From an optimization exercise on the open Yosys and OpenROAD flow, aimed at small area and a short achievable clock period; shortcuts taken in it are not production practice. Function was not checked in any run shown here: the RTL went through the layout flow alone.

## flow/design.v (module list and top-level ports; edited modules follow where they fit)
// module PE_fa: 4 lines
// module PE_nha: 4 lines
// module PE_pg: 4 lines
// module PE_sel: 3 lines
// module PE_prod: 120 lines
// module PE_acc0: 101 lines
// module PE_acc1: 152 lines
// module PE_acc2: 155 lines
// module PE_acc3: 160 lines
// module PE_prod_and: 131 lines
// module PE_acc00: 118 lines
// module PE_x3: 52 lines
// module matrix_dot_4x4: 171 lines
module matrix_dot_4x4 (
    input clk,
    input reset,
    input [7:0] A_in_0, A_in_1, A_in_2, A_in_3,
    input [7:0] B_in_0, B_in_1, B_in_2, B_in_3,
    output [31:0] C_out_00, C_out_01, C_out_02, C_out_03,
    output [31:0] C_out_10, C_out_11, C_out_12, C_out_13,
    output [31:0] C_out_20, C_out_21, C_out_22, C_out_23,
    output [31:0] C_out_30, C_out_31, C_out_32, C_out_33
);
  // ...
==> flow/flow/run.sh <==
#!/bin/bash
# Layout flow: the standard layout (standard.sh), with the port buffers
# made of plain buffers instead of the delay-cell footprint buffer_ports picks
# by default. Every tool's output goes to standard.log in this folder.
set -euo pipefail
export BUFFER_PORTS_ARGS="-buffer_cell sky130_fd_sc_hd__buf_2"
bash standard.sh finish > standard.log 2>&1
==> flow/standard.sh <==
#!/bin/bash
# synth_recipe.tcl (not shown) runs the flow's synth.tcl, then flattens the netlist and writes it again
# the make line also repeats each setting of config.mk as NAME=value (left out here)
make -C /OpenROAD-flow-scripts/flow DESIGN_CONFIG=/design/flow/config.mk WORK_HOME=/design/flow/orfs CLKGATE_MAP_FILE= SYNTH_SCRIPT=/design/flow/synth_recipe.tcl "${@:-finish}"
==> flow/config.mk <==
export PLATFORM = sky130hd
export DESIGN_NAME = matrix_dot_4x4
export DESIGN_NICKNAME = matrix_dot_4x4
export VERILOG_FILES = /design/flow/design.v
export SDC_FILE = /design/flow/constraint.sdc
export NUM_CORES = 4
export LEC_CHECK = 0
export CAP_MARGIN = 20
export CORE_MARGIN = 2
export CORE_UTILIZATION = 40
export CTS_BUF_LIST = sky130_fd_sc_hd__clkbuf_4 sky130_fd_sc_hd__clkbuf_8
export SETUP_SLACK_MARGIN = 2.6
export SLEW_MARGIN = 20
export SYNTH_HIERARCHICAL = 1
==> flow/constraint.sdc <==
create_clock -name core_clock -period 5.0 [get_ports {clk}]
set_input_delay 1.0000 -clock core_clock [delete_from_list [all_inputs] [get_ports {clk}]]
set_output_delay 1.0000 -clock core_clock [all_outputs]
set_load 0.01 [all_outputs]
==> flow_metrics.tcl, run 1 <==
set metrics [dict create \
    grt_pass1_wl_um 221300 \
    r2r_slack_ns 2.47 \
    hold_depth 1 \
    fp.dieW_um 385.0 \
    ant_nets 0 \
    nNonClkBuffers 486 \
    syn_avg_cell_area_um2 11.10 \
    dr.max_layer_used "met5" \
    nNonClkInverters 343 \
    outcome "complete, no violations" \
    cts_buffer_depth 3 \
    cp-end-kind "flop" \
    nets 6031 \
    io_buffers 340 \
    hold_viol 0 \
    ios 578 \
    layout_setup_ws_ns 2.470 \
    min_path_type "primary input to flop" \
    routed-via-count 37330 \
    fin_setup_tns_ns 0 \
    clk_share 0.06299 \
    die_area_um2 148200 \
    postCtsSetupRepairBufs 86 \
    post-place-ws_ns 1.877 \
    cp_num_buf_inv 2 \
    path_depth 11 \
    max_freq_ghz 0.3953 \
    worst_pin_slew_ns 0.6600 \
    synthXorXnorAreaFrac 0.02278 \
    critPathLaunch "q22[11]" \
    grtUsageTotal 0.1932 \
    root_buffer "clkbuf_8" \
    fin_worst_skew_ns 0.04849 \
    grt_pass1_vias 37710 \
    nonClkBufAreaFrac 0.06651 \
    syn2layout_area_growth_pct 12.77 \
    avgRoutedWirePerCell_um 20.31 \
    slew_headroom 0.5600 \
    worstSetupEndpoint "q23[17]" \
    fin_cells 7213 \
]
==> inputs of run 2 (changes only) <==
==> flow/run.sh (new file) <==
#!/bin/bash
# synth_recipe.tcl (not shown) runs the flow's synth.tcl, then flattens the netlist and writes it again
# the make line also repeats each setting of config.mk as NAME=value (left out here)
make -C /OpenROAD-flow-scripts/flow DESIGN_CONFIG=/design/flow/config.mk WORK_HOME=/design/flow/orfs CLKGATE_MAP_FILE= SYNTH_SCRIPT=/design/flow/synth_recipe.tcl finish
removed: flow/flow/run.sh
removed: flow/standard.sh
==> flow_metrics.tcl, run 2 <==
set metrics [dict create \
    post-place-ws_ns 1.383 \
    maxSlewViolCount 0 \
    synth_top_cell_area_share 0.3655 \
    synthArstFlopShare 0 \
    min_path_type "primary input to flop" \
    first_pass_iters 15 \
    grt_pass1_wl_um 221000 \
    fin_worst_skew_ns 0.06764 \
    hold_viol 0 \
    r2r_slack_ns 2.40 \
    fp.dieW_um 385.0 \
    yosys_register_bits 1060 \
    nets 6036 \
    cp.required_ns 5.81 \
    place_congestion 0.9197 \
    arrival_ns 3.42 \
    drt_drc_violations_left 0 \
    mostFrequentLayoutCells "795 x dfxtp_1, 420 x a222oi_1, 418 x fa_1" \
    ys_top_cells_by_area "dfxtp_1 37%, fa_1 16%, buf_4 13%" \
    synth-edff-count 0 \
    holdWs_ns 0.3394 \
    avgRoutedWirePerCell_um 20.23 \
    synth-seq-area-share 0.3655 \
    die_area_um2 148200 \
    largest-register "m00" \
    rr_startpoint "q01[0]" \
    wl_um 146300 \
    critPathLaunch "q01[0]" \
    ys_warn_count 7 \
    slew_headroom 0.5279 \
    dp_hpwl_um 110100 \
    synth_cells 5229 \
    io_buffers 340 \
    cts_tree "done" \
    drt_iter0_drc 5215 \
    critPathLaunchType "flop" \
    maxCapViolations 0 \
    worst_pin_slew_ns 0.7081 \
    synthFlopType "dfxtp_1" \
    core_um2 143800 \
    ys_types 69 \
    setup_violations 0 \
    synth.top_cells.by_count "1060 x dfxtp_1, 1014 x buf_4, 460 x fa_1" \
    hp-start "B_in_2[1]" \
    clk_pin_slew_ns 0.06 \
    grt_overflow_total 0 \
    grtUsageTotal 0.1930 \
    syn_avg_cell_area_um2 11.10 \
    cts_buffer_depth 3 \
    root_buffer "clkbuf_8" \
    final_common_cell "dfxtp_1" \
    antenna_found_initial 32 \
    htreeDepth 4 \
    routed-via-count 37480 \
    cts_sinks 1060 \
    syn2layout_area_growth_pct 13.82 \
    placed_area_um2 58370 \
    outcome "complete, no violations" \
    period_needed_ns 2.604 \
    dieHeight_um 385.0 \
    max_freq_ghz 0.3840 \
    initial_core_util 0.4036 \
    crit_type "flop to flop" \
    vias_per_cell 5.185 \
    worstPathMaxFanout 2 \
    largest_reg_flops 37 \
    syn_area_um2 58050 \
    layout_setup_ws_ns 2.396 \
    num_rows 139 \
    design_area_um2 66080 \
    rsz0062_at_grt "yes" \
    cts_buffers 184 \
    min_period_over_period 0.5209 \
    grt_pass1_vias 37820 \
    cp-end-kind "flop" \
    ant_nets 0 \
    yosysMostFrequentCell "dfxtp_1" \
    grt_max_degree 17 \
    clock_latency_ns 0.94 \
    synth_top_area_cell "dfxtp_1" \
    ios 578 \
    fin_setup_tns_ns 0 \
    drive_gt1_frac 0.3034 \
]
## run 2: repair_timing
action,CTS,global route
endpoints found under the setup margin,447,475
cloned,0,0
hold buffers,0,0
buffers inserted,82,64
resized for setup,1831,290
pin swaps,164,180
## run 2: final cells by class
class                      count  area [um^2]
antenna                       10        25.02
clock buffer                 278         3545
clock inverter                57        714.4
fill                       13200        77750
inverter                     343         1303
multi-input combinational   3088        31690
sequential                  1060        21710
tap                         1903         2381
timing repair buffer         491         4718
## run 2: worst paths after layout
check	end	cells past startpoint
setup / recovery	q02[16]	12
hold / removal	b2_0[1]	1
setup reg to reg	q02[16]	12
hold reg to reg	q20[0]	1
## run 2: Yosys stat by module, one instance, submodules excluded, excerpt
module	cells	flops+latches
PE_acc1	112	0
PE_pg	1	0
PE_prod	57	0
PE_sel	1	0
PE_fa	1	0
PE_acc2	113	0
matrix_dot_4x4	1297	1060
PE_prod_and	118	0
PE_acc0	72	0
PE_acc00	75	0
## run 2: routing by layer
metal | vias to the layer above | track usage | share of wire
met4 | 22 | 0.07169 | 0.034
met3 | 382 | 0.05365 | 0.083
li1 | 17030 | - | -
met1 | 18350 | 0.2438 | 0.41
met2 | 1709 | 0.3135 | 0.47
met5 | - | 0 | 0.00088
## run 2: worst max-delay path: stages (launching register included)
cell and delay, ns:
dfxtp_2 0.34, inv_4 0.10, ha_4 0.21, or2_4 0.23, ha_4 0.15, or3_4 0.33
and4_4 0.19, buf_12 0.13, o21ai_4 0.16, a21oi_2 0.10, a21o_1 0.18, ha_2 0.31
inv_1 0.03
## run 2: through the flow
step	std cells	utilization
floorplan	5525	-
global placement	6739	0.4058
detailed placement	6739	0.4058
CTS	7156	0.4482
global route	7229	0.4594
finish	7230	0.4594
## run 2: cell families (layout without fill, tap and decap cells)
logic type               Yosys count  after routing  share of synthesized area
flip-flops                      1060           1060                     0.3655
XOR/XNOR                         151            151                    0.02278
multiplexers                      65             65                    0.01259
buffers and inverters           1377           1169                     0.1567
adder cells (fa/ha/maj)          802            802                     0.2323
other                             30            336                   0.001940
AO/OA/AOI/OAI                    845            845                     0.1255
AND/OR/NAND/NOR                  899            899                    0.08267
==> inputs of run 3 (changes only) <==
--- a/flow/config.mk
+++ b/flow/config.mk
@@ -8,7 +8,8 @@
 export CAP_MARGIN = 20
 export CORE_MARGIN = 2
 export CORE_UTILIZATION = 40
-export CTS_BUF_LIST = sky130_fd_sc_hd__clkbuf_4 sky130_fd_sc_hd__clkbuf_8
+export CTS_CLUSTER_DIAMETER = 150
+export CTS_CLUSTER_SIZE = 30
 export SETUP_SLACK_MARGIN = 2.6
 export SLEW_MARGIN = 20
 export SYNTH_HIERARCHICAL = 1
==> flow_metrics.tcl, run 3 <==
set metrics [dict create \
    outcome "complete, no violations" \
    r2r_end "q33[17]" \
    grt_pass1_vias 36220 \
    syn2layout_area_growth_pct 7.058 \
    post-place-ws_ns 1.383 \
    initial_core_util 0.4036 \
    cts_buffer_depth 3 \
    largest_reg_flops 37 \
    rsz0062_at_grt "yes" \
    cp.required_ns 5.60 \
    clk_pin_slew_ns 0.12 \
    nets 5905 \
    holdWs_ns 0.3690 \
    synth-seq-area-share 0.3655 \
    grt_max_degree 31 \
    arrival_ns 3.16 \
    drt_drc_violations_left 0 \
    place_congestion 0.9197 \
    antenna_found_initial 28 \
    worst_pin_slew_ns 0.6148 \
    maxCapViolations 0 \
    fin_setup_tns_ns 0 \
    cp-end-kind "flop" \
    drt_iter0_drc 5213 \
    synth.top_cells.by_count "1060 x dfxtp_1, 1014 x buf_4, 460 x fa_1" \
    r2r_slack_ns 2.44 \
    ys_top_cells_by_area "dfxtp_1 37%, fa_1 16%, buf_4 13%" \
    ant_nets 0 \
    slew_headroom 0.5901 \
    period_needed_ns 2.561 \
    grt_pass1_wl_um 216100 \
    clock_latency_ns 0.67 \
    syn_area_um2 58050 \
    crit_type "flop to flop" \
    syn_avg_cell_area_um2 11.10 \
    largest-register "m00" \
    first_pass_iters 14 \
    rr_startpoint "q32[7]" \
    cts.hold.buffers_added 0 \
    fin_worst_skew_ns 0.03632 \
    fp.dieW_um 385.0 \
    htreeDepth 2 \
    cts_buffers 41 \
    synth_top_area_cell "dfxtp_1" \
    cts_tree "done" \
    ys_warn_count 7 \
    min_period_over_period 0.5121 \
    mostFrequentLayoutCells "889 x dfxtp_1, 420 x a222oi_1, 418 x fa_1" \
    ys_types 69 \
    synth-edff-count 0 \
    synth_cells 5229 \
    synthArstFlopShare 0 \
    worstPathMaxFanout 3 \
    critPathLaunch "q32[7]" \
    dieHeight_um 385.0 \
    synth_top_cell_area_share 0.3655 \
    vias_per_cell 5.204 \
    cpPeakStageDelay_ns 0.55 \
    max_freq_ghz 0.3905 \
    num_rows 139 \
    synthFlopType "dfxtp_1" \
    drive_gt1_frac 0.2079 \
    critPathLaunchType "flop" \
    grt_overflow_total 0 \
    die_area_um2 148200 \
    yosys_register_bits 1060 \
    setup_violations 0 \
    fin_cells 6954 \
    layout_setup_ws_ns 2.439 \
    crit_chain "inv_2 -> fa_1 -> ha_4 -> a21oi_4 -> o211ai_1 -> buf_4 -> nor3_4 -> a21oi_4 -> a21o_1 -> ha_4 -> nor2_4 -> xor2_1" \
    hold_viol 0 \
    root_buffer "clkbuf_16" \
    maxSlewViolCount 0 \
    worstSetupEndpoint "q33[17]" \
    dp_hpwl_um 110100 \
    final_common_cell "dfxtp_1" \
    core_um2 143800 \
    routed-via-count 36190 \
    yosysMostFrequentCell "dfxtp_1" \
    wl_um 143700 \
    grtUsageTotal 0.1875 \
    dp_cells 6739 \
    io_buffers 340 \
    cts_sinks 1060 \
    critPathSlowestCell "fa_1" \
    ios 578 \
    ff2ff_path_depth 12 \
    min_path_type "flop to flop" \
    avgRoutedWirePerCell_um 20.67 \
]
run 3: final cells by class:
cell class / count / area (um^2)
Clock inverter: 5 / 68.82
Sequential cell: 1060 / 21520
Clock buffer: 42 / 1040
Multi-Input combinational cell: 3088 / 31610
Timing Repair Buffer: 503 / 4215
Tap cell: 1903 / 2381
Inverter: 343 / 1292
Antenna cell: 10 / 25.02
Fill cell: 13570 / 81680
run 3: worst min-delay path by stage:
stage              from  endpoint  slack (ns)  cells after the start
3_3_place_gp     m30[0]    q30[0]        0.35                      1
6_report         m30[0]    q30[0]        0.37                      1
5_1_grt          m30[1]    q30[1]        0.39                      1
2_1_floorplan  xa0_0[8]  xa0_1[8]        0.37                      0
4_1_cts          m30[0]    q30[0]        0.37                      1
3_5_place_dp     m30[0]    q30[0]        0.34                      1
run 3: metrics by stage:
stage	utilization	cell area [um^2]
2_1_floorplan	-	60440
3_3_place_gp	0.4058	58370
3_5_place_dp	0.4058	58370
4_1_cts	0.4239	60970
5_1_grt	0.4321	62150
6_report	0.4321	62150
run 3: critical path, delay by kind of cell, from the launching register on:
family | cells | cell delay [ns]
fa+ha+maj | 3 | 0.94
flops | 1 | 0.36
simple gates | 2 | 0.31
xor+xnor | 1 | 0.13
buf+inv | 2 | 0.21
compound gates | 4 | 0.55
run 3: cells by family after synthesis:
| family | count (synthesis) | share of synthesized area |
|---|---|---|
| compound gates | 845 | 0.1255 |
| mux | 65 | 0.01259 |
| flops | 1060 | 0.3655 |
| fa+ha+maj | 802 | 0.2323 |
| simple gates | 899 | 0.08267 |
| other cells | 30 | 0.001940 |
| xor+xnor | 151 | 0.02278 |
| buf+inv | 1377 | 0.1567 |
run 3: what timing repair did:
| action | 4_1_cts | 5_1_grt |
|---|---|---|
| gates resized for setup | 813 | 327 |
| buffers inserted | 79 | 79 |
| endpoints found under the setup margin | 517 | 228 |
| pin swaps | 191 | 231 |
| hold endpoints to repair | 0 | 0 |
run 3: per-module statistics from Yosys (local to each module, per instance):
module | cell area [um^2] | times used | flops+latches | cells
PE_prod | 384.1 | 15 | 0 | 57
PE_acc00 | 511.7 | 1 | 0 | 75
PE_acc2 | 685.7 | 4 | 0 | 113
PE_acc0 | 509.2 | 3 | 0 | 72
PE_sel | 10.01 | 420 | 0 | 1
matrix_dot_4x4 | 23000 | 1 | 1060 | 1297
PE_prod_and | 704.4 | 1 | 0 | 118
PE_x3 | 360.3 | 5 | 0 | 41
PE_pg | 12.51 | 237 | 0 | 1
PE_fa | 20.02 | 450 | 0 | 1
PE_acc1 | 763.2 | 4 | 0 | 112
PE_acc3 | 694.4 | 4 | 0 | 114
run 3: per-layer routing:
layer / share of wire / wire length [um] / track usage
met5: 0.00071 / 102 / 0
met1: 0.42 / 60560 / 0.2474
met3: 0.070 / 10070 / 0.03555
met2: 0.48 / 68960 / 0.3127
met4: 0.028 / 4040 / 0.05245
==> inputs of run 4 (changes only) <==
--- a/flow/config.mk
+++ b/flow/config.mk
@@ -13,3 +13,4 @@
 export SETUP_SLACK_MARGIN = 2.6
 export SLEW_MARGIN = 20
 export SYNTH_HIERARCHICAL = 1
+export TNS_END_PERCENT = 20
==> flow_metrics.tcl, run 4 <==
set metrics [dict create \
    synthArstFlopShare 0 \
    fillers 13570 \
    cpPeakStageDelay_ns 0.54 \
    synth-seq-area-share 0.3655 \
    grt_pass1_wl_um 214600 \
    dp_hpwl_um 109900 \
    cts.hold.buffers_added 0 \
    clk_pin_slew_ns 0.12 \
    ys_warn_count 7 \
    drive_gt1_frac 0.1442 \
    largest-register "m00" \
    period_needed_ns 2.591 \
    rsz0062_at_grt "yes" \
    grtUsageTotal 0.1859 \
    r2r_end "q02[7]" \
    num_rows 139 \
    root_buffer "clkbuf_16" \
    critPathLaunchType "flop" \
    design_area_um2 60890 \
    crit_type "flop to output port" \
    die_area_um2 148200 \
    ff2ff_path_depth 14 \
    outcome "complete, no violations" \
    wl_um 140800 \
    r2r_slack_ns 2.41 \
    yosysMostFrequentCell "dfxtp_1" \
    mostFrequentLayoutCells "950 x dfxtp_1, 442 x fa_1, 420 x a222oi_1" \
    setup_violations 0 \
    worstPathMaxFanout 2 \
    fin_setup_tns_ns 0 \
    cts_sinks 1060 \
    synth_top_area_cell "dfxtp_1" \
    dieHeight_um 385.0 \
    clock_latency_ns 0.69 \
    drt_iter0_drc 4850 \
    min_path_type "flop to flop" \
    place_congestion 0.9005 \
    holdPathEnd "q20[1]" \
    drt_drc_violations_left 0 \
    maxSlewViolCount 0 \
    path_delay_family "buffers and inverters" \
    fin_worst_skew_ns 0.03416 \
    hold_viol 0 \
    first_pass_iters 15 \
    crit_chain "clkdlybuf4s50_1" \
    cp_num_buf_inv 1 \
    cts_tree "done" \
    maxCapViolations 0 \
    grt_pass1_vias 36120 \
    synthFlopType "dfxtp_1" \
    final_common_cell "dfxtp_1" \
    core_um2 143800 \
    max_freq_ghz 0.3859 \
    cp.required_ns 4.00 \
    avgRoutedWirePerCell_um 20.49 \
    cts_buffer_depth 3 \
    grt_overflow_total 0 \
    ios 578 \
    slew_headroom 0.5090 \
    rr_startpoint "q01[0]" \
    ys_top_cells_by_area "dfxtp_1 37%, fa_1 16%, buf_4 13%" \
    synth_cells 5229 \
    io_buffers 340 \
    syn2layout_area_growth_pct 4.886 \
    placed_area_um2 57390 \
    hp-start "m20[1]" \
    fp.dieW_um 385.0 \
    grt_max_degree 31 \
    vias_per_cell 5.203 \
    critPathSlowestCell "clkdlybuf4s50_1" \
    htreeDepth 2 \
    worst_pin_slew_ns 0.7366 \
    cts_buffers 42 \
    syn_avg_cell_area_um2 11.10 \
    cp-end-kind "output port" \
    antenna_found_initial 29 \
    ant_nets 0 \
    synth-edff-count 0 \
    synth.top_cells.by_count "1060 x dfxtp_1, 1014 x buf_4, 460 x fa_1" \
    syn_area_um2 58050 \
    yosys_register_bits 1060 \
    arrival_ns 1.59 \
    routed-via-count 35740 \
    min_period_over_period 0.5183 \
    nets 5821 \
    largest_reg_flops 37 \
    synth_top_cell_area_share 0.3655 \
    ys_types 69 \
    initial_core_util 0.4036 \
    hold_depth 1 \
]
## run 4: worst max path at each step
stage / slack [ns] / to / cells after the start / startpoint
finish: 2.41 / C_out_00[9] / 1 / q00[9]
global route: 2.30 / q02[9] / 12 / q01[0]
CTS: 2.33 / C_out_01[8] / 1 / q01[8]
detailed placement: 1.33 / m10[18] / 5 / A_in_1[4]
global placement: 1.35 / m30[18] / 5 / A_in_3[4]
floorplan: 2.23 / m10[12] / 5 / A_in_1[3]
## run 4: layout make-up
type	instances	area [um^2]	share of cell area
repair buffers	418	4011	0.06588
flip-flops and latches	1060	21450	0.3523
multi-input cells	3088	30560	0.5020
diodes	10	25.02	0.0004110
well taps	1903	2381	0.03910
inverters	343	1292	0.02123
clock buffers	43	1076	0.01767
clock inverters	5	90.09	0.001479
## run 4: modules after synthesis, one instance, submodules excluded, a selection
| module | flip-flops and latches | times used |
|---|---|---|
| PE_acc0 | 0 | 3 |
| PE_acc00 | 0 | 1 |
| PE_acc2 | 0 | 4 |
| PE_acc3 | 0 | 4 |
| PE_pg | 0 | 237 |
| PE_prod_and | 0 | 1 |
| PE_x3 | 0 | 5 |
| matrix_dot_4x4 | 1060 | 1 |
## run 4: routing by layer
| metal | vias up | global-route usage | share of wire |
|---|---|---|---|
| li1 | 16470 | - | - |
| met1 | 17580 | 0.2445 | 0.42 |
| met2 | 1440 | 0.3058 | 0.47 |
| met3 | 229 | 0.03743 | 0.073 |
| met4 | 26 | 0.05953 | 0.032 |
| met5 | - | 0 | 0.0012 |
## run 4: repair_timing
item,in CTS,in global routing
pin swaps,178,70
endpoints found under the setup margin,571,489
setup buffers,62,14
resized for setup,670,174
## run 4: metrics by stage
stage                 util  worst slack [ns]  cells  hold slack, ns
floorplan                -             2.226   5525          0.3671
global placement    0.3990             1.350   6736          0.3395
detailed placement  0.3990             1.326   6736          0.3426
CTS                 0.4196             2.326   6846          0.3425
global route        0.4233             2.301   6865          0.3640
finish              0.4234             2.409   6870          0.3466
## run 4: logic make-up after synthesis
| logic type | count (synthesis) | share of synthesized area |
|---|---|---|
| flip-flops | 1060 | 0.3655 |
| XOR/XNOR | 151 | 0.02278 |
| AO/OA/AOI/OAI | 845 | 0.1255 |
| other | 30 | 0.001940 |
| AND/OR/NAND/NOR | 899 | 0.08267 |
| adder cells (fa/ha/maj) | 802 | 0.2323 |
| buffers and inverters | 1377 | 0.1567 |
| multiplexers | 65 | 0.01259 |
==> inputs of run 5 (changes only) <==
--- a/flow/config.mk
+++ b/flow/config.mk
@@ -8,9 +8,8 @@
 export CAP_MARGIN = 20
 export CORE_MARGIN = 2
 export CORE_UTILIZATION = 40
-export CTS_CLUSTER_DIAMETER = 150
-export CTS_CLUSTER_SIZE = 30
+export CTS_CLUSTER_DIAMETER = 120
+export CTS_CLUSTER_SIZE = 24
 export SETUP_SLACK_MARGIN = 2.6
 export SLEW_MARGIN = 20
 export SYNTH_HIERARCHICAL = 1
-export TNS_END_PERCENT = 20
==> flow_metrics.tcl, run 5 <==
set metrics [dict create \
    cpPeakStageDelay_ns 0.35 \
    ant_nets 0 \
    maxSlewViolCount 0 \
    post-place-ws_ns 1.383 \
    htreeDepth 2 \
    synth_cells 5229 \
    io_buffers 340 \
    synth.top_cells.by_count "1060 x dfxtp_1, 1014 x buf_4, 460 x fa_1" \
    fp.dieW_um 385.0 \
    drt_iter0_drc 4811 \
    mostFrequentLayoutCells "892 x dfxtp_1, 420 x fa_1, 420 x a222oi_1" \
    slew_headroom 0.5485 \
    routed-via-count 36200 \
    worst_pin_slew_ns 0.6772 \
    core_um2 143800 \
    final_common_cell "dfxtp_1" \
    cts_tree "done" \
    clk_pin_slew_ns 0.10 \
    drt_drc_violations_left 0 \
    ys_top_cells_by_area "dfxtp_1 37%, fa_1 16%, buf_4 13%" \
    num_rows 139 \
    place_congestion 0.9197 \
    grt_overflow_total 0 \
    cts_buffer_depth 3 \
    cts_buffers 51 \
    final_util 0.4341 \
    period_needed_ns 2.552 \
    path_common_cell "ha_4" \
    layout_setup_ws_ns 2.448 \
    yosys_register_bits 1060 \
    dp_hpwl_um 110100 \
    dieHeight_um 385.0 \
    fin_setup_tns_ns 0 \
    critPathSlowestCell "dfxtp_2" \
    synth-edff-count 0 \
    maxCapViolations 0 \
    synth_top_cell_area_share 0.3655 \
    initial_core_util 0.4036 \
    antenna_found_initial 28 \
    max_freq_ghz 0.3919 \
    yosysMostFrequentCell "dfxtp_1" \
    fin_cells 6955 \
    clock_latency_ns 0.70 \
    die_area_um2 148200 \
    grtUsageTotal 0.1883 \
    cp-end-kind "flop" \
    avgRoutedWirePerCell_um 20.72 \
    synth_top_area_cell "dfxtp_1" \
    hold_viol 0 \
    largest_reg_flops 37 \
    min_period_over_period 0.5103 \
    crit_type "flop to flop" \
    grt_pass1_wl_um 217100 \
    nets 5907 \
    fin_worst_skew_ns 0.04089 \
    critPathLaunchType "flop" \
    cts.hold.buffers_added 0 \
    rsz0062_at_grt "yes" \
    path_delay_family "simple AND/OR/NAND/NOR gates" \
    ios 578 \
    wl_um 144100 \
    arrival_ns 3.14 \
    ys_types 69 \
    cts_sinks 1060 \
    first_pass_iters 13 \
    worstPathMaxFanout 3 \
    syn_avg_cell_area_um2 11.10 \
    synthArstFlopShare 0 \
    fillers 13500 \
    setup_violations 0 \
    grt_pass1_vias 36350 \
    ys_warn_count 7 \
    min_path_type "flop to flop" \
    root_buffer "clkbuf_16" \
    cp_num_buf_inv 3 \
    grt_max_degree 25 \
    dp_cells 6739 \
    largest-register "m00" \
    syn_area_um2 58050 \
    vias_per_cell 5.205 \
    synthFlopType "dfxtp_1" \
    crit_chain "inv_4 -> ha_4 -> or2_4 -> ha_4 -> or3_4 -> and4_4 -> buf_6 -> o21ai_4 -> a21oi_2 -> a21o_1 -> ha_2 -> inv_1" \
    drive_gt1_frac 0.2098 \
    syn2layout_area_growth_pct 7.537 \
    outcome "complete, no violations" \
    cp.required_ns 5.59 \
    synth-seq-area-share 0.3655 \
]
## run 5: final timing paths
check | startpoint | endpoint | slack (ns) | cells after the start
worst min register to register | m30[0] | q30[0] | 0.36 | 1
worst min-delay path | m30[0] | q30[0] | 0.36 | 1
worst max register to register | q01[0] | q02[16] | 2.45 | 12
worst max-delay path | q01[0] | q02[16] | 2.45 | 12
## run 5: cell families (layout without fill, tap and decap cells)
group | Yosys count | after routing | synth area share
adder cells (fa/ha/maj) | 802 | 802 | 0.2323
AND/OR/NAND/NOR | 899 | 899 | 0.08267
flip-flops | 1060 | 1060 | 0.3655
AO/OA/AOI/OAI | 845 | 845 | 0.1255
buffers and inverters | 1377 | 895 | 0.1567
other | 30 | 335 | 0.001940
XOR/XNOR | 151 | 151 | 0.02278
multiplexers | 65 | 65 | 0.01259
## run 5: per-module statistics from Yosys (local to each module, per instance), excerpt
module	flip-flops and latches	cells	cell area, um^2	times used
PE_x3	0	41	360.3	5
PE_acc2	0	113	685.7	4
PE_pg	0	1	12.51	237
PE_acc00	0	75	511.7	1
PE_sel	0	1	10.01	420
PE_prod	0	57	384.1	15
PE_acc1	0	112	763.2	4
## run 5: area by class of cell
class,instances,area (um^2),area share
sequential,1060,21520,0.3448
clock inverter,6,86.33,0.001383
multi-input combinational,3088,31660,0.5071
tap,1903,2381,0.03814
antenna,9,22.52,0.0003608
inverter,343,1292,0.02070
timing repair buffer,495,4190,0.06712
clock buffer,51,1276,0.02044
## run 5: per-layer routing
metal  track usage  up-vias  routed length (um)
met5             0        -                  99
met4       0.05693       16                4528
met3       0.03480      260               10200
met2        0.3139     1487               68450
met1        0.2477    17810               60810
li1              -    16630                   -
## run 5: worst register-to-register path: stages (launching register included)
cell and delay, ns:
dfxtp_2 0.35, inv_4 0.10, ha_4 0.21, or2_4 0.23, ha_4 0.16, or3_4 0.33, and4_4 0.18, buf_6 0.13
o21ai_4 0.16, a21oi_2 0.10, a21o_1 0.18, ha_2 0.31, inv_1 0.03
## run 5: timing repair
action                                  in CTS  in global routing
resized for setup                          847                332
endpoints found under the hold margin        0                  0
pin swaps                                  184                236
endpoints found under the setup margin     513                223
buffers inserted                            71                 79
## run 5: metrics by stage
stage / hold slack (ns) / area, um^2
after floorplan: 0.3671 / 60440
after global placement: 0.3454 / 58370
after detailed placement: 0.3420 / 58370
after CTS: 0.3651 / 61140
after global routing: 0.3726 / 62430
final: 0.3640 / 62430
==> module matrix_dot_4x4, before the edit <==
module matrix_dot_4x4 (
    input clk,
    input reset,
    input [7:0] A_in_0, A_in_1, A_in_2, A_in_3,
    input [7:0] B_in_0, B_in_1, B_in_2, B_in_3,
    output [31:0] C_out_00, C_out_01, C_out_02, C_out_03,
    output [31:0] C_out_10, C_out_11, C_out_12, C_out_13,
    output [31:0] C_out_20, C_out_21, C_out_22, C_out_23,
    output [31:0] C_out_30, C_out_31, C_out_32, C_out_33
);
    reg [7:0] a0_0, a0_1, a0_2;
    reg [9:1] xa0_0, xa0_1, xa0_2;
    reg [7:0] a1_0, a1_1, a1_2;
    reg [9:1] xa1_0, xa1_1, xa1_2;
    reg [7:0] a2_0, a2_1, a2_2;
    reg [9:1] xa2_0, xa2_1, xa2_2;
    reg [7:0] a3_0, a3_1, a3_2;
    reg [9:1] xa3_0, xa3_1, xa3_2;
    reg [7:0] b0_0, b0_1, b0_2;
    reg [7:0] b1_0, b1_1, b1_2;
    reg [7:0] b2_0, b2_1, b2_2;
    reg [7:0] b3_0, b3_1, b3_2;
    reg [9:1] xb0_0, xb0_1, xb0_2;
    wire [9:1] a3n0;
    PE_x3 ua3n0 (.v(A_in_0), .y(a3n0));
    wire [9:1] a3n1;
    PE_x3 ua3n1 (.v(A_in_1), .y(a3n1));
    wire [9:1] a3n2;
    PE_x3 ua3n2 (.v(A_in_2), .y(a3n2));
    wire [9:1] a3n3;
    PE_x3 ua3n3 (.v(A_in_3), .y(a3n3));
    wire [9:1] b3n0;
    PE_x3 ub3n0 (.v(B_in_0), .y(b3n0));
    always @(posedge clk) begin
        a0_0 <= A_in_0; a0_1 <= a0_0; a0_2 <= a0_1;
        xa0_0 <= a3n0; xa0_1 <= xa0_0; xa0_2 <= xa0_1;
        a1_0 <= A_in_1; a1_1 <= a1_0; a1_2 <= a1_1;
        xa1_0 <= a3n1; xa1_1 <= xa1_0; xa1_2 <= xa1_1;
        a2_0 <= A_in_2; a2_1 <= a2_0; a2_2 <= a2_1;
        xa2_0 <= a3n2; xa2_1 <= xa2_0; xa2_2 <= xa2_1;
        a3_0 <= A_in_3; a3_1 <= a3_0; a3_2 <= a3_1;
        xa3_0 <= a3n3; xa3_1 <= xa3_0; xa3_2 <= xa3_1;
        b0_0 <= B_in_0; b0_1 <= b0_0; b0_2 <= b0_1;
        b1_0 <= B_in_1; b1_1 <= b1_0; b1_2 <= b1_1;
        b2_0 <= B_in_2; b2_1 <= b2_0; b2_2 <= b2_1;
        b3_0 <= B_in_3; b3_1 <= b3_0; b3_2 <= b3_1;
        xb0_0 <= b3n0; xb0_1 <= xb0_0; xb0_2 <= xb0_1;
    end
    wire [36:0] n00;
    reg  [36:0] m00;
    wire [15:0] s00;
    reg  [15:0] q00;
    PE_prod_and p00 (.d(A_in_0), .m(B_in_0), .n(n00));
    PE_acc00 e00 (.n(m00), .s(s00));
    wire [27:0] n01;
    reg  [27:0] m01;
    wire [16:0] s01;
    reg  [16:0] q01;
    PE_prod p01 (.d(B_in_1), .m(a0_0), .m3(xa0_0), .n(n01));
    PE_acc1 e01 (.n(m01), .q(q00), .s(s01));
    wire [27:0] n02;
    reg  [27:0] m02;
    wire [17:0] s02;
    reg  [17:0] q02;
    PE_prod p02 (.d(B_in_2), .m(a0_1), .m3(xa0_1), .n(n02));
    PE_acc2 e02 (.n(m02), .q(q01), .s(s02));
    wire [27:0] n03;
    reg  [27:0] m03;
    wire [17:0] s03;
    reg  [17:0] q03;
    PE_prod p03 (.d(B_in_3), .m(a0_2), .m3(xa0_2), .n(n03));
    PE_acc3 e03 (.n(m03), .q(q02), .s(s03));
    wire [27:0] n10;
    reg  [27:0] m10;
    wire [15:0] s10;
    reg  [15:0] q10;
    PE_prod p10 (.d(A_in_1), .m(b0_0), .m3(xb0_0), .n(n10));
    PE_acc0 e10 (.n(m10), .s(s10));
    wire [27:0] n11;
    reg  [27:0] m11;
    wire [16:0] s11;
    reg  [16:0] q11;
    PE_prod p11 (.d(b1_0), .m(a1_0), .m3(xa1_0), .n(n11));
    PE_acc1 e11 (.n(m11), .q(q10), .s(s11));
    wire [27:0] n12;
    reg  [27:0] m12;
    wire [17:0] s12;
    reg  [17:0] q12;
    PE_prod p12 (.d(b2_0), .m(a1_1), .m3(xa1_1), .n(n12));
    PE_acc2 e12 (.n(m12), .q(q11), .s(s12));
    wire [27:0] n13;
    reg  [27:0] m13;
    wire [17:0] s13;
    reg  [17:0] q13;
    PE_prod p13 (.d(b3_0), .m(a1_2), .m3(xa1_2), .n(n13));
    PE_acc3 e13 (.n(m13), .q(q12), .s(s13));
    wire [27:0] n20;
    reg  [27:0] m20;
    wire [15:0] s20;
    reg  [15:0] q20;
    PE_prod p20 (.d(A_in_2), .m(b0_1), .m3(xb0_1), .n(n20));
    PE_acc0 e20 (.n(m20), .s(s20));
    wire [27:0] n21;
    reg  [27:0] m21;
    wire [16:0] s21;
    reg  [16:0] q21;
    PE_prod p21 (.d(b1_1), .m(a2_0), .m3(xa2_0), .n(n21));
    PE_acc1 e21 (.n(m21), .q(q20), .s(s21));
    wire [27:0] n22;
    reg  [27:0] m22;
    wire [17:0] s22;
    reg  [17:0] q22;
    PE_prod p22 (.d(b2_1), .m(a2_1), .m3(xa2_1), .n(n22));
    PE_acc2 e22 (.n(m22), .q(q21), .s(s22));
    wire [27:0] n23;
    reg  [27:0] m23;
    wire [17:0] s23;
    reg  [17:0] q23;
    PE_prod p23 (.d(b3_1), .m(a2_2), .m3(xa2_2), .n(n23));
    PE_acc3 e23 (.n(m23), .q(q22), .s(s23));
    wire [27:0] n30;
    reg  [27:0] m30;
    wire [15:0] s30;
    reg  [15:0] q30;
    PE_prod p30 (.d(A_in_3), .m(b0_2), .m3(xb0_2), .n(n30));
    PE_acc0 e30 (.n(m30), .s(s30));
    wire [27:0] n31;
    reg  [27:0] m31;
    wire [16:0] s31;
    reg  [16:0] q31;
    PE_prod p31 (.d(b1_2), .m(a3_0), .m3(xa3_0), .n(n31));
    PE_acc1 e31 (.n(m31), .q(q30), .s(s31));
    wire [27:0] n32;
    reg  [27:0] m32;
    wire [17:0] s32;
    reg  [17:0] q32;
    PE_prod p32 (.d(b2_2), .m(a3_1), .m3(xa3_1), .n(n32));
    PE_acc2 e32 (.n(m32), .q(q31), .s(s32));
    wire [27:0] n33;
    reg  [27:0] m33;
    wire [17:0] s33;
    reg  [17:0] q33;
    PE_prod p33 (.d(b3_2), .m(a3_2), .m3(xa3_2), .n(n33));
    PE_acc3 e33 (.n(m33), .q(q32), .s(s33));
    always @(posedge clk) begin
        m00 <= n00; m01 <= n01; m02 <= n02; m03 <= n03;
        q00 <= s00; q01 <= s01; q02 <= s02; q03 <= s03;
        m10 <= n10; m11 <= n11; m12 <= n12; m13 <= n13;
        q10 <= s10; q11 <= s11; q12 <= s12; q13 <= s13;
        m20 <= n20; m21 <= n21; m22 <= n22; m23 <= n23;
        q20 <= s20; q21 <= s21; q22 <= s22; q23 <= s23;
        m30 <= n30; m31 <= n31; m32 <= n32; m33 <= n33;
        q30 <= s30; q31 <= s31; q32 <= s32; q33 <= s33;
    end
    assign C_out_00 = {16'd0, q00};
    assign C_out_01 = {15'd0, q01};
    assign C_out_02 = {14'd0, q02};
    assign C_out_03 = {14'd0, q03};
    assign C_out_10 = {16'd0, q10};
    assign C_out_11 = {15'd0, q11};
    assign C_out_12 = {14'd0, q12};
    assign C_out_13 = {14'd0, q13};
    assign C_out_20 = {16'd0, q20};
    assign C_out_21 = {15'd0, q21};
    assign C_out_22 = {14'd0, q22};
    assign C_out_23 = {14'd0, q23};
    assign C_out_30 = {16'd0, q30};
    assign C_out_31 = {15'd0, q31};
    assign C_out_32 = {14'd0, q32};
    assign C_out_33 = {14'd0, q33};
endmodule
==> inputs of run 6 (changes only) <==
==> flow/design.v (replaced) <==
module PE (
    input clk,
    input reset,
    input [7:0] a_in,
    input [7:0] b_in,
    input [31:0] acc_in,
    output reg [7:0] a_out,
    output reg [7:0] b_out,
    output reg [31:0] acc_out
);
    reg [15:0] product_internal;
    always @(posedge clk or posedge reset) begin
        if (reset) begin
            acc_out <= 0;
            a_out <= 0;
            b_out <= 0;
        end else begin
            product_internal <= a_in * b_in;
            acc_out <= acc_in + product_internal;
            a_out <= a_in;
            b_out <= b_in;
        end
    end
endmodule
module matrix_dot_4x4 (
    input clk,
    input reset,
    input [7:0] A_in_0, A_in_1, A_in_2, A_in_3,
    input [7:0] B_in_0, B_in_1, B_in_2, B_in_3,
    output [31:0] C_out_00, C_out_01, C_out_02, C_out_03,
    output [31:0] C_out_10, C_out_11, C_out_12, C_out_13,
    output [31:0] C_out_20, C_out_21, C_out_22, C_out_23,
    output [31:0] C_out_30, C_out_31, C_out_32, C_out_33
);
    wire [7:0] A_in [0:3];
    wire [7:0] B_in [0:3];
    assign A_in[0] = A_in_0;
    assign A_in[1] = A_in_1;
    assign A_in[2] = A_in_2;
    assign A_in[3] = A_in_3;
    assign B_in[0] = B_in_0;
    assign B_in[1] = B_in_1;
    assign B_in[2] = B_in_2;
    assign B_in[3] = B_in_3;
    wire [7:0] a_wire [0:3][0:4];       
    wire [7:0] b_wire [0:4][0:3];     
    wire [31:0] acc_wire [0:3][0:3];   
    genvar i;
    generate
        for (i = 0; i < 4; i = i + 1) begin : init_inputs
            assign a_wire[i][0] = A_in[i];
            assign b_wire[0][i] = B_in[i];
        end
    endgenerate
    genvar row, col;
    generate
        for (row = 0; row < 4; row = row + 1) begin : row_loop
            for (col = 0; col < 4; col = col + 1) begin : col_loop
                PE pe_inst (
                    .clk(clk),
                    .reset(reset),
                    .a_in(a_wire[row][col]),
                    .b_in(b_wire[row][col]),
                    .acc_in((col == 0) ? 32'd0 : acc_wire[row][col - 1]),
                    .a_out(a_wire[row][col + 1]),
                    .b_out(b_wire[row + 1][col]),
                    .acc_out(acc_wire[row][col])
                );
            end
        end
    endgenerate
    assign C_out_00 = acc_wire[0][0]; assign C_out_01 = acc_wire[0][1];
    assign C_out_02 = acc_wire[0][2]; assign C_out_03 = acc_wire[0][3];
    assign C_out_10 = acc_wire[1][0]; assign C_out_11 = acc_wire[1][1];
    assign C_out_12 = acc_wire[1][2]; assign C_out_13 = acc_wire[1][3];
    assign C_out_20 = acc_wire[2][0]; assign C_out_21 = acc_wire[2][1];
    assign C_out_22 = acc_wire[2][2]; assign C_out_23 = acc_wire[2][3];
    assign C_out_30 = acc_wire[3][0]; assign C_out_31 = acc_wire[3][1];
    assign C_out_32 = acc_wire[3][2]; assign C_out_33 = acc_wire[3][3];
endmodule
--- a/flow/config.mk
+++ b/flow/config.mk
@@ -8,8 +8,4 @@
 export CAP_MARGIN = 20
 export CORE_MARGIN = 2
 export CORE_UTILIZATION = 40
-export CTS_CLUSTER_DIAMETER = 120
-export CTS_CLUSTER_SIZE = 24
-export SETUP_SLACK_MARGIN = 2.6
 export SLEW_MARGIN = 20
-export SYNTH_HIERARCHICAL = 1
==> flow_metrics.tcl, run 6 <==
set metrics [dict create \
    rr_startpoint "row_loop[0].col_loop[2].pe_inst.b_out[2]" \
    largest_reg_flops 280 \
    initial_core_util 0.4016 \
    clk_pin_slew_ns 0.07 \
    drive_gt1_frac 0.06507 \
    period_needed_ns 4.831 \
    yosys_register_bits 728 \
    synth-seq-area-share 0.3072 \
    maxSlewViolCount 0 \
    vias_per_cell 4.923 \
    wl_um 151700 \
    multi_input_area_um2 39730 \
    crit_type "primary input to flop" \
    ff2ff_path_depth 16 \
    htreeDepth 3 \
    worst_pin_slew_ns 0.9825 \
    min_path_type "flop to flop" \
    nets 8168 \
    synth_top_cell_area_share 0.1861 \
    cts.hold.buffers_added 0 \
    dp_cells 8726 \
    ys_warn_count 2 \
    yosysMostFrequentCell "inv_1" \
    dieHeight_um 402.3 \
    num_rows 146 \
    clock_latency_ns 0.70 \
    syn_avg_cell_area_um2 10.47 \
    drt_drc_violations_left 0 \
    grt_max_degree 61 \
    min_period_over_period 0.9662 \
    cts_sinks 728 \
    avgRoutedWirePerCell_um 17.05 \
    synth_cells 6061 \
    root_buffer "clkbuf_16" \
    synth-edff-count 256 \
    ys_top_cells_by_area "dfrtp_1 19%, fa_1 19%, ha_1 15%" \
    die_area_um2 161900 \
    ios 578 \
    rsz0062_at_grt "no" \
    antenna_found_initial 11 \
    dp_hpwl_um 124300 \
    fp.dieW_um 402.3 \
    hold_viol 0 \
    worstPathMaxFanout 8 \
    synthArstFlopShare 0.6484 \
    max_freq_ghz 0.2070 \
    fillers 14730 \
    final_util 0.4669 \
    setup_violations 0 \
    holdPathEnd "row_loop[2].col_loop[0].pe_inst.acc_out[14]" \
    grt_overflow_total 0 \
    routed-via-count 43810 \
    regArea_um2 19500 \
    cp-end-kind "flop" \
    place_congestion 0.8969 \
    synth_top_area_cell "dfrtp_1" \
    fin_cells 8899 \
    final_common_cell "inv_1" \
    core_um2 158000 \
    holdWs_ns 0.3395 \
    synth.top_cells.by_count "887 x inv_1, 838 x and2_1, 768 x ha_1" \
    cts_buffer_depth 3 \
    ant_nets 0 \
    hold_depth 0 \
    mostFrequentLayoutCells "886 x inv_1, 838 x and2_1, 768 x ha_1" \
    syn_area_um2 63460 \
    syn2layout_area_growth_pct 16.26 \
    cp.required_ns 5.42 \
    outcome "complete, no violations" \
    grt_pass1_vias 45370 \
    cts_tree "done" \
    slew_headroom 0.3436 \
    r2r_slack_ns 0.27 \
    first_pass_iters 6 \
    ys_types 72 \
    largest-register "row_loop.col_loop.pe_inst.acc_out" \
    cts_buffers 89 \
    maxCapViolations 0 \
    arrival_ns 5.25 \
    synthFlopType "dfrtp_1" \
    top_regs "row_loop.col_loop.pe_inst.acc_out: 280 flops, row_loop.col_loop.pe_inst.product_internal: 256 flops" \
    critPathLaunchType "primary input" \
    grtUsageTotal 0.1897 \
    drt_iter0_drc 2106 \
    io_buffers 345 \
    fin_worst_skew_ns 0.02978 \
    grt_pass1_wl_um 245700 \
]
[run 6: kinds of logic (layout without fill, tap and decap cells)]
family	after synthesis	in the layout	share of synthesized area
AND/OR/NAND/NOR	1670	1670	0.1431
flip-flops	728	728	0.3072
AO/OA/AOI/OAI	850	850	0.08726
multiplexers	12	12	0.001893
other	1	236	0.00005909
adder cells (fa/ha/maj)	1356	1356	0.3369
XOR/XNOR	310	310	0.04278
buffers and inverters	1134	1665	0.08079
[run 6: worst max path at each step]
| stage | from | end | cells past startpoint |
|---|---|---|---|
| after floorplan | reset | flop | 1 |
| after detailed placement | B_in_2[3] | flop | 14 |
| after global placement | B_in_0[3] | flop | 15 |
| after CTS | B_in_2[3] | flop | 14 |
| after global routing | A_in_2[5] | flop | 17 |
| final | A_in_2[5] | flop | 17 |
[run 6: timing repair]
| action | in CTS | in global routing |
|---|---|---|
| buffers inserted | 0 | 1 |
| setup endpoints to repair | 0 | 10 |
| gates resized for setup | 0 | 12 |
[run 6: area by class of cell]
class / instances / share of cell area
clock buffer: 111 / 0.03286
inverter: 887 / 0.04518
sequential: 728 / 0.2643
multi-input combinational: 4430 / 0.5385
antenna: 4 / 0.0001357
tap: 2072 / 0.03514
timing repair buffer: 610 / 0.07550
clock inverter: 57 / 0.008394
[run 6: per-stage QoR]
stage          area, um^2  setup WS, ns  setup TNS, ns
2_1_floorplan       64340        -8.072       -4781.68
3_3_place_gp        70690       -0.6218         -14.16
3_5_place_dp        70690       -0.6315         -15.91
4_1_cts             73730        0.1323              0
5_1_grt             73780     0.0005227              0
6_report            73780        0.1689              0
[run 6: worst max-delay path: stages]
cell	delay [ns]
clkdlybuf4s50_1	0.42
buf_4	0.18
and2_1	0.17
fa_1	0.47
fa_1	0.51
fa_1	0.51
inv_1	0.05
fa_1	0.49
inv_1	0.05
ha_1	0.18
or3_1	0.38
buf_4	0.15
nor2_1	0.14
o311ai_0	0.15
buf_4	0.17
o22ai_1	0.13
xnor2_1	0.09
[run 6: routing by layer]
| metal | wire length, um | global-route usage |
|---|---|---|
| met3 | 6026 | 0.02671 |
| met1 | 70040 | 0.2595 |
| met5 | 76 | 0 |
| met2 | 71910 | 0.3150 |
| met4 | 3655 | 0.05085 |
==> inputs of run 7 (changes only) <==
==> flow/design.v (replaced) <==
module PE #(parameter TW = 10) (
    input  [7:0]      a,
    input  [TW-1:0]   t,
    output [TW+7:0]   p
);
    assign p = a * t;
endmodule
module matrix_dot_4x4 (
    input clk,
    input reset,
    input [7:0] A_in_0, A_in_1, A_in_2, A_in_3,
    input [7:0] B_in_0, B_in_1, B_in_2, B_in_3,
    output [31:0] C_out_00, C_out_01, C_out_02, C_out_03,
    output [31:0] C_out_10, C_out_11, C_out_12, C_out_13,
    output [31:0] C_out_20, C_out_21, C_out_22, C_out_23,
    output [31:0] C_out_30, C_out_31, C_out_32, C_out_33
);
    reg [7:0] a0_d [0:4];
    reg [7:0] a1_d [0:4];
    reg [7:0] a2_d [0:4];
    reg [7:0] a3_d [0:4];
    reg [7:0] b_q [0:3];
    reg [7:0] t0_d [1:4];
    reg [8:0] t1_d [1:4];
    reg [9:0] t2_d [1:4];
    reg [9:0] t3_d [1:4];
    integer k;
    always @(posedge clk) begin
        a0_d[0] <= A_in_0;
        a1_d[0] <= A_in_1;
        a2_d[0] <= A_in_2;
        a3_d[0] <= A_in_3;
        for (k = 1; k <= 4; k = k + 1) begin
            a0_d[k] <= a0_d[k-1];
            a1_d[k] <= a1_d[k-1];
            a2_d[k] <= a2_d[k-1];
            a3_d[k] <= a3_d[k-1];
        end
        b_q[0] <= B_in_0;
        b_q[1] <= B_in_1;
        b_q[2] <= B_in_2;
        b_q[3] <= B_in_3;
        t0_d[1] <= b_q[0];
        t1_d[1] <= t0_d[1] + b_q[1];
        t2_d[1] <= t1_d[1] + b_q[2];
        t3_d[1] <= t2_d[1] + b_q[3];
        for (k = 2; k <= 4; k = k + 1) begin
            t0_d[k] <= t0_d[k-1];
            t1_d[k] <= t1_d[k-1];
            t2_d[k] <= t2_d[k-1];
            t3_d[k] <= t3_d[k-1];
        end
    end
    wire [15:0] p00, p10, p20, p30;
    wire [16:0] p01, p11, p21, p31;
    wire [17:0] p02, p12, p22, p32;
    wire [17:0] p03, p13, p23, p33;
    PE #(8)  pe00 (.a(a0_d[1]), .t(t0_d[1]), .p(p00));
    PE #(9)  pe01 (.a(a0_d[2]), .t(t1_d[1]), .p(p01));
    PE #(10) pe02 (.a(a0_d[3]), .t(t2_d[1]), .p(p02));
    PE #(10) pe03 (.a(a0_d[4]), .t(t3_d[1]), .p(p03));
    PE #(8)  pe10 (.a(a1_d[1]), .t(t0_d[2]), .p(p10));
    PE #(9)  pe11 (.a(a1_d[2]), .t(t1_d[2]), .p(p11));
    PE #(10) pe12 (.a(a1_d[3]), .t(t2_d[2]), .p(p12));
    PE #(10) pe13 (.a(a1_d[4]), .t(t3_d[2]), .p(p13));
    PE #(8)  pe20 (.a(a2_d[1]), .t(t0_d[3]), .p(p20));
    PE #(9)  pe21 (.a(a2_d[2]), .t(t1_d[3]), .p(p21));
    PE #(10) pe22 (.a(a2_d[3]), .t(t2_d[3]), .p(p22));
    PE #(10) pe23 (.a(a2_d[4]), .t(t3_d[3]), .p(p23));
    PE #(8)  pe30 (.a(a3_d[1]), .t(t0_d[4]), .p(p30));
    PE #(9)  pe31 (.a(a3_d[2]), .t(t1_d[4]), .p(p31));
    PE #(10) pe32 (.a(a3_d[3]), .t(t2_d[4]), .p(p32));
    PE #(10) pe33 (.a(a3_d[4]), .t(t3_d[4]), .p(p33));
    assign C_out_00 = {16'd0, p00};
    assign C_out_01 = {15'd0, p01};
    assign C_out_02 = {14'd0, p02};
    assign C_out_03 = {14'd0, p03};
    assign C_out_10 = {16'd0, p10};
    assign C_out_11 = {15'd0, p11};
    assign C_out_12 = {14'd0, p12};
    assign C_out_13 = {14'd0, p13};
    assign C_out_20 = {16'd0, p20};
    assign C_out_21 = {15'd0, p21};
    assign C_out_22 = {14'd0, p22};
    assign C_out_23 = {14'd0, p23};
    assign C_out_30 = {16'd0, p30};
    assign C_out_31 = {15'd0, p31};
    assign C_out_32 = {14'd0, p32};
    assign C_out_33 = {14'd0, p33};
endmodule
==> flow_metrics.tcl, run 7 <==
set metrics [dict create \
    cts_sinks 340 \
    ys_warn_count 19 \
    ios 578 \
    crit_chain "buf_6 -> and2_4 -> fa_1 -> fa_1 -> fa_1 -> inv_1 -> fa_1 -> inv_2 -> ha_4 -> o21a_1 -> o22a_1 -> nand3_2 -> a311o_1 -> xnor2_2 -> buf_4 -> buf_6" \
    maxSlewViolCount 0 \
    synthFlopType "dfxtp_1" \
    synth-seq-area-share 0.1426 \
    design_area_um2 67940 \
    clk_pin_slew_ns 0.06 \
    hold_viol 0 \
    core_um2 118200 \
    grt_pass1_wl_um 207400 \
    period_needed_ns 6.013 \
    die_area_um2 122100 \
    max_freq_ghz 0.1663 \
    cp-end-kind "output port" \
    cts_buffers 44 \
    failed_layout_checks "negative setup slack" \
    synth.top_cells.by_count "981 x and2_1, 937 x inv_1, 699 x fa_1" \
    vias_per_cell 4.686 \
    synth_top_area_cell "fa_1" \
    rr_startpoint "t2_d[1][0]" \
    critPathSlowestCell "fa_1" \
    first_pass_iters 6 \
    fin_worst_skew_ns 0.01388 \
    grt_overflow_total 0 \
    syn_avg_cell_area_um2 9.307 \
    wl_um 128700 \
    layout_setup_ws_ns -1.013 \
    slew_headroom 0.6389 \
    mostFrequentLayoutCells "881 x buf_4, 834 x and2_1, 825 x inv_1" \
    syn_area_um2 47740 \
    hp-start "a3_d[0][4]" \
    worst_pin_slew_ns 0.5399 \
    dieHeight_um 349.5 \
    drt_drc_violations_left 0 \
    ys_top_cells_by_area "fa_1 29%, ha_1 16%, dfxtp_1 14%" \
    cts_buffer_depth 3 \
    dp_hpwl_um 102500 \
    grtUsageTotal 0.2086 \
    yosys_register_bits 340 \
    drt_iter0_drc 1319 \
    ant_nets 0 \
    io_buffers 340 \
    drive_gt1_frac 0.3713 \
    min_path_type "flop to flop" \
    yosysMostFrequentCell "and2_1" \
    synth_top_cell_area_share 0.2931 \
    setup_violations 178 \
    routed-via-count 38340 \
    fin_setup_tns_ns -90.26 \
    n_antenna_cell 0 \
    worstPathMaxFanout 6 \
    syn2layout_area_growth_pct 42.29 \
    htreeDepth 2 \
    final_common_cell "buf_4" \
    root_buffer "clkbuf_16" \
    avgRoutedWirePerCell_um 15.73 \
    outcome "complete, but fails checks" \
    num_rows 126 \
    crit_type "flop to output port" \
    grt_pass1_vias 41250 \
    path_common_cell "fa_1" \
    min_period_over_period 1.203 \
    fp.dieW_um 349.5 \
    initial_core_util 0.4038 \
    ys_types 67 \
    cts_tree "done" \
    arrival_ns 5.01 \
    cp.required_ns 4.00 \
    critPathLaunch "a2_d[3][4]" \
    synth-edff-count 0 \
    r2r_slack_ns 2.57 \
    antenna_found_initial 2 \
    placed_area_um2 58920 \
    grt_max_degree 15 \
    critPathLaunchType "flop" \
    synthArstFlopShare 0 \
    cpPeakStageDelay_ns 0.56 \
    synth_cells 5130 \
    nets 7996 \
    clock_latency_ns 0.62 \
    place_congestion 0.8593 \
    maxCapViolations 0 \
    rsz0062_at_grt "yes" \
]
## run 7: changes by cell type in the layout (fill, tap and decap cells not counted), moves of 147 or more
cell and delta:
buf_4 +626, dfrtp_1 -471, buf_6 +271, ha_1 -269, edfxtp_1 -256, clkdlybuf4s50_1 -209, a21oi_1 -182, xnor2_1 -152
and2_4 +147
## run 7: worst max-delay path, delay by kind of cell, from the launching register on
| kind | cells | cell delay, ns |
|---|---|---|
| DFF | 1 | 0.37 |
| buffers and inverters | 5 | 0.52 |
| AOI/OAI and AO/OA | 3 | 0.67 |
| and+or+nand+nor | 2 | 0.22 |
| xor gates and xnor gates | 1 | 0.32 |
| adders and majority gates | 5 | 2.30 |
## run 7: layout make-up
class / instances / area (um^2)
Clock buffer: 50 / 1175
Inverter: 937 / 3520
Clock inverter: 30 / 361.6
Multi-Input combinational cell: 3837 / 41510
Timing Repair Buffer: 1451 / 12080
Tap cell: 1536 / 1922
Sequential cell: 340 / 7375
Fill cell: 10160 / 50300
## run 7: metrics by stage
step	utilization	hold WS, ns	cells	setup slack (ns)
6_report	0.5746	0.3202	8181	-1.013
5_1_grt	0.5746	0.3219	8181	-1.127
4_1_cts	0.5514	0.3235	8099	-1.101
3_5_place_dp	0.4983	0.3121	7863	-1.042
3_3_place_gp	0.4983	0.3108	7863	-0.9998
2_1_floorplan	-	0.3096	5365	-0.1081
## run 7: layer usage
metal / track usage / part of all wire / up-vias / wire (um)
li1: - / - / 18500 / -
met1: 0.2537 / 0.41 / 19060 / 53290
met2: 0.3821 / 0.52 / 566 / 67130
met3: 0.02328 / 0.030 / 212 / 3834
met4: 0.06694 / 0.034 / 2 / 4380
met5: 0.003925 / 0.00054 / - / 70
## run 7: final timing paths
check	to	cells past startpoint
max	C_out_22[14]	16
min	a3_d[1][4]	0
max reg2reg	t3_d[1][8]	11
min reg2reg	a3_d[1][4]	0
## run 7: cells by family (layout without fill, tap and decap cells)
logic type / count (synthesis) / in the layout / share of synthesized area
adder cells (fa/ha/maj): 1319 / 1319 / 0.4556
buffers and inverters: 1188 / 2468 / 0.1120
flip-flops: 340 / 340 / 0.1426
other: 1 / 236 / 0.00007855
AO/OA/AOI/OAI: 523 / 523 / 0.07128
XOR/XNOR: 192 / 192 / 0.03522
multiplexers: 6 / 6 / 0.001258
AND/OR/NAND/NOR: 1561 / 1561 / 0.1821
## run 7: what timing repair did
item | 4_1_cts | 5_1_grt
endpoints found under the setup margin | 211 | 201
buffers inserted | 179 | 124
endpoints found under the hold margin | 0 | 0
pin swaps | 500 | 442
gates resized for setup | 1949 | 526
hold buffers | 0 | 0

## re-timing with driven ports
The results above use ideal ports. As a check the final layouts listed here were re-extracted and re-timed, cells and wires unchanged. Step 1, drivers: a clkbuf_16 drives clk and a buf_2 each remaining input, both assumed. Step 2 adds t to the input delays and takes it off the output delays; t is the mean of the earliest and latest rising clock arrival at the registers after step 1. Input paths then give back, and output paths get back, about the clock's delay inside the block. Slacks: ideal ports / drivers / drivers and shift; pairs: ideal ports / drivers.
run	shift t [ns]	slack for setup (ns)	clock arrival spread, ns
run 1	0.948	2.470 / 2.438 / 1.795	0.059 / 0.058
run 2	0.989	2.396 / 2.396 / 1.553	0.083 / 0.082
run 3	0.730	2.439 / 2.439 / 1.844	0.039 / 0.039
run 4	0.737	2.409 / 2.334 / 1.687	0.058 / 0.058
run 5	0.748	2.448 / 2.448 / 1.785	0.044 / 0.043
run 6	0.764	0.169 / 0.191 / -0.573	0.033 / 0.033
run 7	0.673	-1.013 / -1.079 / -0.406	0.016 / 0.017
With both steps, setup timing fails in run 6, where it was met with ideal ports. For run 2, which loses most, drivers alone change the setup slack by 0.000 ns; drivers and shift together by -0.843 ns.
